Source: an optimization exercise on an open RTL-to-GDS flow (aim: small area, a short achievable clock period and few clock cycles). Production flows keep margins and buffers that such runs may drop.

==> inputs of v26 <==
==> flow/design.v (excerpt) <==
module mvm_top (
    input  clk,
    input  rst,
    input  [63:0] i_vec_wdata,
    input  [2:0]  i_vec_waddr,
    input  i_vec_wen,
    input  [63:0] i_mat_wdata,
    input  [3:0]  i_mat_waddr,
    input  [1:0]  i_mat_wen,
    input  i_start,
    input  [2:0]  i_vec_start_addr,
    input  [3:0]  i_vec_num_words,
    input  [3:0]  i_mat_start_addr,
    input  [4:0]  i_mat_num_rows_per_olane,
    output o_busy,
    output [63:0] o_result,
    output o_valid
);
clock: 5.3 ns
lec_check: 0
cap_margin: 20
core_margin: 2
core_utilization: 50
cts_cluster_diameter: 100
cts_cluster_size: 24
setup_slack_margin: 2.9
slew_margin: 20
synth_hierarchical: 1
synth_minimum_keep_size: 0
run.sh (not shown) runs the stock make flow with config.mk's settings and CLKGATE_MAP_FILE= SYNTH_SCRIPT=/design/flow/synth_recipe.tcl, a recipe that flattens the netlist after the stock synthesis.
==> inputs of v12, as changes to v26 <==
--- a/flow/design.v
+++ b/flow/design.v
@@ -32,11 +32,11 @@
 endmodule
 module dot8 (
     input  clk,
     input  [63:0] m0,
     input  [63:0] m1,
-    input  [63:0] v0,        
+    input  [63:0] v0,
     input  [63:0] v1,
     output [109:0] rows
 );
 wire t1 = ~(wm0[0] & wv0[0]);
 wire t2 = ~(wm0[8] & wv0[8]);
@@ -3485,16 +3485,16 @@
 logic rc_c16_1;
 logic rc_c16_2;
 logic rc_c17_0;
 logic rc_c18_0;
 logic rc_c18_1;
-logic [63:0] wm0, wm1;
-wire  [63:0] wv0 = v0;
-wire  [63:0] wv1 = v1;
+logic [63:0] wm0, wm1, wv0, wv1;
 always_ff @(posedge clk) begin
     wm0 <= m0;
     wm1 <= m1;
+    wv0 <= v0;
+    wv1 <= v1;
     ra_c0_0 <= s1697;
     ra_c0_1 <= s1699;
     ra_c1_0 <= s2145;
     ra_c1_1 <= s2147;
     ra_c1_2 <= s2149;
@@ -3973,16 +3973,14 @@
 endmodule
 module accum (
     input  clk,
     input  [109:0] rows,
     input  first_in,      
-    output logic [21:0] result,
-    output [31-22:0] sext           
+    output logic [21:0] result
 );
 logic [21:0] acc_s, acc_c;
 logic first;
-wire  [21:0] sum = ~(acc_s + acc_c + 22'd1);
 wire s2985 = ~(rows[11] ^ rows[33]);
 wire c2986 = rows[11] | rows[33];
 wire s2987 = ~(rows[7] ^ rows[29]);
 wire c2988 = rows[7] | rows[29];
 wire s2989 = ~(rows[8] ^ rows[30]);
@@ -4105,26 +4103,12 @@
 fa u_s3105 (.a(c3060), .b(s3061), .c((acc_c[21] | first)), .s(s3105), .co(c3106));
 always_ff @(posedge clk) begin
     first <= first_in;
     acc_s <= {c3104, c3102, c3100, c3098, c3096, c3094, c3092, c3090, c3088, c3086, c3084, c3082, c3080, c3078, c3076, c3074, c3072, c3070, c3068, c3066, c3064, s3063};
     acc_c <= {s3105, s3103, s3101, s3099, s3097, s3095, s3093, s3091, s3089, s3087, s3085, s3083, s3081, s3079, s3077, s3075, s3073, s3071, s3069, s3067, s3065, (acc_c[0] | first)};
-    result <= sum;
+    result <= ~(acc_s + acc_c + 22'd1);
 end
-genvar k;
-generate
-    for (k = 0; k < 32-22; k++) begin : sx
-        sreg u_sreg (.clk(clk), .d(sum[21]), .q(sext[k]));
-    end
-endgenerate
-endmodule
-module sreg (
-    input  clk,
-    input  d,
-    output logic q
-);
-always_ff @(posedge clk)
-    q <= d;
 endmodule
 module ctrl (
     input  clk,
     input  rst,
     input  start,
@@ -4142,114 +4126,82 @@
     output logic       psel,         
     output logic       mask0,        
     output logic       mask1,        
     output logic       busy
 );
-logic [3:0] j_vsel0, j_vsel1;    
-logic       j_vpar;              
-logic [1:0] j_g;                 
-logic       j_odd;               
-logic [4:0] r;                   
-logic       r_zero;              
-logic [1:0] g;                   
-logic       vpar, mpar;          
-logic       n_valid, n_first, n_last, n_rzero, n_vpar, n_mpar, n_odd;
+logic [2:0] j_vs;
+logic [1:0] j_g;        
+logic       j_odd;      
+logic [4:0] r;          
+logic [1:0] g;          
+logic [2:0] va;         
+logic [3:0] ma;         
+logic       n_valid, n_first, n_last;
 logic [4:0] n_r;
 logic [1:0] n_g;
-logic [3:0] n_vsel0, n_vsel1;
-logic [7:0] n_msel0, n_msel1;
+logic [2:0] n_va;
+logic [3:0] n_ma;
 logic       accept;
 assign accept = start && !busy;
 always_comb begin
     n_valid = g_valid;
     n_r = r;
-    n_rzero = r_zero;
     n_g = g;
-    n_last = g_last;
-    n_vsel0 = vsel0;
-    n_vsel1 = vsel1;
-    n_msel0 = msel0;
-    n_msel1 = msel1;
-    n_vpar = vpar;
-    n_mpar = mpar;
+    n_va = va;
+    n_ma = ma;
     n_first = 1'b0;
-    n_odd = j_odd;
     if (accept) begin
         n_valid = 1'b1;
         n_r = mat_num_rows_per_olane - 5'd1;
-        n_rzero = (mat_num_rows_per_olane == 5'd1);
         n_g = 2'((vec_num_words - 4'd1) >> 1);
-        n_last = (vec_num_words <= 4'd2);
-        n_vsel0 = 4'(5'd1 << ((4'(vec_start_addr) + 4'd1) >> 1));
-        n_vsel1 = 4'd1 << vec_start_addr[2:1];
-        n_msel0 = 8'(9'd1 << ((5'(mat_start_addr) + 5'd1) >> 1));
-        n_msel1 = 8'd1 << mat_start_addr[3:1];
-        n_vpar = vec_start_addr[0];
-        n_mpar = mat_start_addr[0];
+        n_va = vec_start_addr;
+        n_ma = mat_start_addr;
         n_first = 1'b1;
-        n_odd = vec_num_words[0];
     end else if (g_valid) begin
-        if (g_last) begin
-            if (r_zero) begin
+        if (g == 2'd0) begin
+            if (r == 5'd0) begin
                 n_valid = 1'b0;
             end else begin
                 n_r = r - 5'd1;
-                n_rzero = (r == 5'd1);
                 n_g = j_g;
-                n_last = (j_g == 2'd0);
-                n_vsel0 = j_vsel0;
-                n_vsel1 = j_vsel1;
-                n_vpar = j_vpar;
-                if (!j_odd) begin
-                    n_msel0 = msel0 << 1;
-                    n_msel1 = msel1 << 1;
-                end else if (!mpar) begin
-                    n_msel0 = msel0 << 1;
-                end else begin
-                    n_msel1 = msel1 << 1;
-                end
-                n_mpar = mpar ^ j_odd;
+                n_va = j_vs;
+                n_ma = ma + (j_odd ? 4'd1 : 4'd2);
                 n_first = 1'b1;
             end
         end else begin
             n_g = g - 2'd1;
-            n_last = (g == 2'd1);
-            n_vsel0 = vsel0 << 1;
-            n_vsel1 = vsel1 << 1;
-            n_msel0 = msel0 << 1;
-            n_msel1 = msel1 << 1;
+            n_va = va + 3'd2;
+            n_ma = ma + 4'd2;
         end
     end
+    n_last = (n_g == 2'd0);
 end
 always_ff @(posedge clk) begin
     if (accept) begin
-        j_vsel0 <= n_vsel0;
-        j_vsel1 <= n_vsel1;
-        j_vpar <= vec_start_addr[0];
-        j_g <= n_g;
+        j_vs <= vec_start_addr;
+        j_g <= 2'((vec_num_words - 4'd1) >> 1);
         j_odd <= vec_num_words[0];
     end
     r <= n_r;
-    r_zero <= n_rzero;
     g <= n_g;
+    va <= n_va;
+    ma <= n_ma;
     g_first <= n_first;
     g_last <= n_last;
-    vsel0 <= n_vsel0;
-    vsel1 <= n_vsel1;
-    msel0 <= n_msel0;
-    msel1 <= n_msel1;
-    vpar <= n_vpar;
-    mpar <= n_mpar;
-    psel <= n_vpar ^ n_mpar;
-    mask0 <= n_last && n_odd && n_mpar;
-    mask1 <= n_last && n_odd && !n_mpar;
+    vsel0 <= 4'(5'd1 << ((4'(n_va) + 4'd1) >> 1));
+    vsel1 <= 4'd1 << n_va[2:1];
+    msel0 <= 8'(9'd1 << ((5'(n_ma) + 5'd1) >> 1));
+    msel1 <= 8'd1 << n_ma[3:1];
+    psel <= n_va[0] ^ n_ma[0];
+    mask0 <= n_last && (accept ? vec_num_words[0] : j_odd) && n_ma[0];
+    mask1 <= n_last && (accept ? vec_num_words[0] : j_odd) && !n_ma[0];
     if (rst) begin
         g_valid <= 1'b0;
         busy <= 1'b0;
     end else begin
         g_valid <= n_valid;
-        busy <= n_valid && !(n_last && n_rzero);
+        busy <= n_valid && !(n_g == 2'd0 && n_r == 5'd0);
     end
 end
 endmodule
 module mvm (
     input  clk,
@@ -4330,15 +4282,12 @@
 logic [TD:1] valid_d, first_d, last_d;
 logic out_a, out_b;
 wire  first_t = first_d[TD-1];       
 logic [63:0] p_v0, p_v1;
 logic [NL-1:0][21:0] res;
-logic [NL-1:0][9:0]  sext;
-always_ff @(posedge clk) begin
-    p_v0 <= (psel ? vb1 : vb0) & {64{!mask0}};
-    p_v1 <= (psel ? vb0 : vb1) & {64{!mask1}};
-end
+assign p_v0 = (psel ? vb1 : vb0) & {64{!mask0}};
+assign p_v1 = (psel ? vb0 : vb1) & {64{!mask1}};
 genvar i;
 generate
     for (i = 0; i < NL; i++) begin : lane
         logic [ROWW-1:0] rows;
         mem #(.DATAW(64), .DEPTH(16)) mat_memory (
@@ -4360,14 +4309,13 @@
         );
         accum accumulator (
             .clk(clk),
             .rows(rows),
             .first_in(first_t),
-            .result(res[i]),
-            .sext(sext[i])
+            .result(res[i])
         );
-        assign o_result[32*i +: 32] = {sext[i], res[i]};
+        assign o_result[32*i +: 32] = {{10{res[i][21]}}, res[i]};
     end
 endgenerate
 always_ff @(posedge clk) begin
     first_d <= {first_d[TD-1:1], g_first};
     last_d <= {last_d[TD-1:1], g_last};
CORE_UTILIZATION = 40   (was 50)
CTS_CLUSTER_DIAMETER = not set   (was 100)
CTS_CLUSTER_SIZE = not set   (was 24)
SETUP_SLACK_MARGIN = 2.6   (was 2.9)
==> inputs of v4, as changes to v26 <==
CORE_UTILIZATION = 40   (was 50)
==> comparison table <==
item                                                            v4          v26          v12
Proportion of cell area occupied by multi-input gates        33.5%        33.7%        32.6%
Met3 layer usage reported by global route                    9.37%        13.5%        8.14%
Worst-case setup slack after placement                     2.12 ns      1.80 ns      1.89 ns
Fin worst setup slack                                      2.72 ns      2.58 ns      2.52 ns
Share of cells above drive strength 1                        14.9%        18.4%        12.3%
Multi-input combinational cell area                     68800 um^2   69700 um^2   68000 um^2
Outcome                                   timing/DRC/antenna clean  timing/DRC/antenna clean  timing/DRC/antenna clean
Dpl hpwl                                                    435 mm       469 mm       460 mm
Critical path depth                                              6            3            5
Total number of clock tree sinks                              4262         4262         4368
Cell Area, Placed                                      191000 um^2  189000 um^2  193000 um^2
Rel. slew slack                                              22.0%        20.4%        21.5%
Final Core Density                                           44.8%        56.6%        45.0%
Netlist area before placement                          184000 um^2  184000 um^2  186000 um^2
Post-synthesis net count                                     13815        13815        13921
Delay of the slowest critical-path stage                   0.61 ns      0.92 ns      0.90 ns
Slew at the pin closest to its max-slew limit              1.17 ns      1.19 ns      1.17 ns
# port buffers                                                 222          222          221
Die boundary width                                          683 um       611 um       686 um
Die boundary height                                         683 um       611 um       686 um
Layout Area Growth over Synthesis                            11.6%        12.4%        12.1%
No run of this note included a check of the RTL's function; only the layout flow was run.


==> inputs of exp/yarrow <==
Another version of the RTL of mvm_top (not shown whole).
Settings: LEC_CHECK=0, ABC_CLOCK_PERIOD_IN_PS=2500, CAP_MARGIN=20, CORE_MARGIN=2, CORE_UTILIZATION=40, SLEW_MARGIN=20; clock period 5.3 ns.
==> exp/nickel: changes against exp/yarrow <==
Settings changed: SETUP_SLACK_MARGIN from default to 2.5.
==> impl_metrics.yaml <==
setup_path:
  reg2reg_from: "u_mvm.w_m1[61]"
  worst-path-buf-inv: 1
drt:
  dr.first_iter.drc_count: 10455
layout:
  nets: 14636
  synthToLayoutAreaGrowth_pct: 13.2
status:
  status: "timing/DRC/antenna clean"
grt:
  track_usage_pct: 24.5
(the above is from exp/yarrow)
==> impl_metrics.yaml <==
drt:
  postRouteAntennaNets: 1
  dr.first_iter.drc_count: 11740
status:
  check-failures: "antenna rules"
  status: "failed layout checks"
layout:
  nets: 15033
  synthToLayoutAreaGrowth_pct: 18.7
setup_path:
  worst-path-buf-inv: 4
grt:
  track_usage_pct: 25.6
(the above is from exp/nickel)
No run of this note included a check of the RTL's function; only the layout flow was run.


==> run a <==
mvm_top, a different RTL version from the one above (not shown whole).
// mvm_top
module mvm_top (
    input  clk,
    input  rst,
    input  [63:0] i_vec_wdata,
    input  [2:0]  i_vec_waddr,
    input  i_vec_wen,
    input  [63:0] i_mat_wdata,
    input  [3:0]  i_mat_waddr,
    input  [1:0]  i_mat_wen,
    input  i_start,
    input  [2:0]  i_vec_start_addr,
    input  [3:0]  i_vec_num_words,
    input  [3:0]  i_mat_start_addr,
    input  [4:0]  i_mat_num_rows_per_olane,
    output o_busy,
    output [63:0] o_result,
    output o_valid
);
mvm u_mvm (
    .clk(clk),
    .rst(rst),
    .i_vec_wdata(i_vec_wdata),
    .i_vec_waddr(i_vec_waddr),
    .i_vec_wen(i_vec_wen),
    .i_mat_wdata(i_mat_wdata),
    .i_mat_waddr(i_mat_waddr),
    .i_mat_wen(i_mat_wen),
    .i_start(i_start),
    .i_vec_start_addr(i_vec_start_addr),
    .i_vec_num_words(i_vec_num_words),
    .i_mat_start_addr(i_mat_start_addr),
    .i_mat_num_rows_per_olane(i_mat_num_rows_per_olane),
    .o_busy(o_busy),
    .o_result(o_result),
    .o_valid(o_valid)
);
endmodule
==> module mvm, before the edit <==
module mvm (
    input  clk,
    input  rst,
    input  [63:0] i_vec_wdata,
    input  [2:0]  i_vec_waddr,
    input  i_vec_wen,
    input  [63:0] i_mat_wdata,
    input  [3:0]  i_mat_waddr,
    input  [1:0]  i_mat_wen,
    input  i_start,
    input  [2:0]  i_vec_start_addr,
    input  [3:0]  i_vec_num_words,
    input  [3:0]  i_mat_start_addr,
    input  [4:0]  i_mat_num_rows_per_olane,
    output o_busy,
    output [63:0] o_result,
    output o_valid
);
localparam NL = 2;
logic       g_valid, g_first, g_last, psel, mask0, mask1;
logic [1:0] vrow0, vrow1;
logic [2:0] mrow0, mrow1;
ctrl controller (
    .clk(clk),
    .rst(rst),
    .start(i_start),
    .vec_start_addr(i_vec_start_addr),
    .vec_num_words(i_vec_num_words),
    .mat_start_addr(i_mat_start_addr),
    .mat_num_rows_per_olane(i_mat_num_rows_per_olane),
    .g_valid(g_valid),
    .g_first(g_first),
    .g_last(g_last),
    .vrow0(vrow0),
    .vrow1(vrow1),
    .mrow0(mrow0),
    .mrow1(mrow1),
    .psel(psel),
    .mask0(mask0),
    .mask1(mask1),
    .busy(o_busy)
);
logic [63:0] vb0, vb1;
logic [NL-1:0][63:0] mb0, mb1;
mem #(.DATAW(64), .DEPTH(8)) vec_memory (
    .clk(clk),
    .wdata(i_vec_wdata),
    .waddr(i_vec_waddr),
    .wen(i_vec_wen),
    .raddr0(vrow0),
    .raddr1(vrow1),
    .rdata0(vb0),
    .rdata1(vb1)
);
localparam TREE_STAGES = 2;
localparam ROWW = 132;                
localparam TD = TREE_STAGES + 1;      
logic [TD:1] valid_d, first_d, last_d;
logic out_a, out_b;
wire  first_t = first_d[TD];
logic [63:0] w_v0, w_v1;
logic [NL-1:0][63:0] w_m0, w_m1;
logic [NL-1:0][21:0] res;
always_ff @(posedge clk) begin
    w_v0 <= (psel ? vb1 : vb0) & {64{!mask0}};
    w_v1 <= (psel ? vb0 : vb1) & {64{!mask1}};
end
genvar i;
generate
    for (i = 0; i < NL; i++) begin : lane
        logic [ROWW-1:0] rows;
        mem #(.DATAW(64), .DEPTH(16)) mat_memory (
            .clk(clk),
            .wdata(i_mat_wdata),
            .waddr(i_mat_waddr),
            .wen(i_mat_wen[i]),
            .raddr0(mrow0),
            .raddr1(mrow1),
            .rdata0(mb0[i]),
            .rdata1(mb1[i])
        );
        always_ff @(posedge clk) begin
            w_m0[i] <= mb0[i];
            w_m1[i] <= mb1[i];
        end
        dot8 dot_unit (
            .clk(clk),
            .m0(w_m0[i]),
            .m1(w_m1[i]),
            .v0(w_v0),
            .v1(w_v1),
            .rows(rows)
        );
        accum accumulator (
            .clk(clk),
            .rows(rows),
            .first(first_t),
            .result(res[i])
        );
        assign o_result[32*i +: 32] = {{10{res[i][21]}}, res[i]};
    end
endgenerate
always_ff @(posedge clk) begin
    first_d <= {first_d[TD-1:1], g_first};
    last_d <= {last_d[TD-1:1], g_last};
    if (rst) begin
        valid_d <= '0;
        out_a <= 1'b0;
        out_b <= 1'b0;
    end else begin
        valid_d <= {valid_d[TD-1:1], g_valid};
        out_a <= valid_d[TD] && last_d[TD];    
        out_b <= out_a;                        
    end
end
assign o_valid = out_b;
endmodule
==> flow/config.mk <==
export PLATFORM = sky130hd
export DESIGN_NAME = mvm_top
export DESIGN_NICKNAME = mvm_top
export VERILOG_FILES = /design/flow/design.v
export SDC_FILE = /design/flow/constraint.sdc
export NUM_CORES = 4
export LEC_CHECK = 0
export CAP_MARGIN = 20
export CORE_MARGIN = 2
export CORE_UTILIZATION = 40
export SETUP_SLACK_MARGIN = 2.3
export SLEW_MARGIN = 20
export SYNTH_HIERARCHICAL = 1
export SYNTH_MINIMUM_KEEP_SIZE = 0
==> flow/constraint.sdc <==
create_clock -name core_clock -period 5.3 [get_ports {clk}]
set_input_delay 1.0600 -clock core_clock [delete_from_list [all_inputs] [get_ports {clk}]]
set_output_delay 1.0600 -clock core_clock [all_outputs]
set_load 0.01 [all_outputs]
==> run b (differences from run a) <==
--- a/flow/design.v
+++ b/flow/design.v
@@ -3857,12 +3857,8 @@
     .rdata0(vb0),
     .rdata1(vb1)
 );
-localparam TREE_STAGES = 2;
-localparam ROWW = 132;                
-localparam TD = TREE_STAGES + 1;      
-logic [TD:1] valid_d, first_d, last_d;
-logic out_a, out_b;
-wire  first_t = first_d[TD];
+logic valid1, valid2, valid3, first1, first2, first3, last1, last2, last3;
+logic out4, out5;
 logic [63:0] w_v0, w_v1;
 logic [NL-1:0][63:0] w_m0, w_m1;
 logic [NL-1:0][21:0] res;
@@ -3873,7 +3869,7 @@
 genvar i;
 generate
     for (i = 0; i < NL; i++) begin : lane
-        logic [ROWW-1:0] rows;
+        logic [131:0] rows;
         mem #(.DATAW(64), .DEPTH(16)) mat_memory (
             .clk(clk),
             .wdata(i_mat_wdata),
@@ -3899,26 +3895,34 @@
         accum accumulator (
             .clk(clk),
             .rows(rows),
-            .first(first_t),
+            .first(first3),
             .result(res[i])
         );
         assign o_result[32*i +: 32] = {{10{res[i][21]}}, res[i]};
     end
 endgenerate
 always_ff @(posedge clk) begin
-    first_d <= {first_d[TD-1:1], g_first};
-    last_d <= {last_d[TD-1:1], g_last};
+    first1 <= g_first;
+    first2 <= first1;
+    first3 <= first2;
+    last1 <= g_last;
+    last2 <= last1;
+    last3 <= last2;
     if (rst) begin
-        valid_d <= '0;
-        out_a <= 1'b0;
-        out_b <= 1'b0;
+        valid1 <= 1'b0;
+        valid2 <= 1'b0;
+        valid3 <= 1'b0;
+        out4 <= 1'b0;
+        out5 <= 1'b0;
     end else begin
-        valid_d <= {valid_d[TD-1:1], g_valid};
-        out_a <= valid_d[TD] && last_d[TD];    
-        out_b <= out_a;                        
+        valid1 <= g_valid;
+        valid2 <= valid1;
+        valid3 <= valid2;
+        out4 <= valid3 && last3;
+        out5 <= out4;
     end
 end
-assign o_valid = out_b;
+assign o_valid = out5;
 endmodule
 module mvm_top (
     input  clk,
- SETUP_SLACK_MARGIN: 2.3 -> not set
==> notes <==
- Run b passed the timing, DRC and antenna checks. Run a completed without violations.
- First-iteration DRC count: run b is higher than run a (about 0.6%).
- In run a the non-clock buffer count is higher than in run b, by 446.
- In area after synthesis, run a and run b do not differ.
- Of run a and run b, run a has the higher routed wire length (gap about 6%, measured against run b).
- Between run b and run a, the lower critical path depth is in run b (gap 1).
- Against run b, the register-to-register slack of run a is higher by 0.65 ns.
- Between run b and run a, the lower cell area is in run b (gap 4.5%, measured against run a).
- Between run b and run a, the lower count of clock-buffer cells in the layout is in run b (gap 9).
==> figures <==
item                                                                             run a                     run b
Clock latency reported for the late side of the worst-skew pair                1.03 ns                   1.00 ns
Relative max-transition margin                                                  27.60%                    11.09%
Placed cell area                                                           0.1849 mm^2               0.1849 mm^2
Layout clock area frac                                                          6.216%                    6.581%
Achievable clock frequency                                                  0.3118 GHz                0.2589 GHz
Antenna Diode Count                                                                 64                        77
Total via count in the routed design                                             96684                     95291
Wirelength, routed                                                            633.7 mm                  597.0 mm
Status                                                        timing/DRC/antenna clean  timing/DRC/antenna clean
Initial antenna violation count                                                     76                        94
Slowest CP cell                                                  sky130_fd_sc_hd__fa_2  sky130_fd_sc_hd__dfxtp_1
Final worst hold slack                                                       0.3237 ns                 0.3238 ns
Multi-input combinational area share                                            36.09%                    37.01%
Met2 global-route usage                                                         42.01%                    40.35%
Post-place setup slack                                                        1.366 ns                  1.226 ns
Function was not checked in any run of this note: the RTL went through the layout flow alone.

afterwards: timing with drivers on the ports:
The results above use ideal ports. As a check the final layouts listed here were re-extracted and re-timed, cells and wires unchanged. Step 1: set_driving_cell puts a clkbuf_16 on clk and a buf_2 on each other input, an assumption about the parent block. Step 2 adds t to the input delays and takes it off the output delays; t is the mean of the earliest and latest rising clock arrival at the registers after step 1. Input paths then give back, and output paths get back, about the clock's delay inside the block. Slacks: no drivers / after step 1 / after step 2; pairs: no drivers / after step 1.
| run | t, ns | slack for setup (ns) | worst setup path after step 2 |
|---|---|---|---|
| v26 | 1.115 | 2.584 / 2.584 / 2.323 | input to register |
| v12 | 1.124 | 2.519 / 2.442 / 2.004 | input to register |
| v4 | 1.085 | 2.721 / 2.700 / 2.159 | input to register |
| exp/yarrow | 1.112 | 1.276 / 1.276 / 1.276 | register to register |
| exp/nickel | 1.111 | 2.036 / 2.036 / 1.537 | input to register |
| run a | 1.099 | 2.092 / 2.092 / 1.448 | input to register |
| run b | 1.066 | 1.438 / 1.438 / 1.220 | input to register |
The setup slack of run a, which loses most, moves by 0.000 ns with the drivers and by -0.644 ns with both steps.
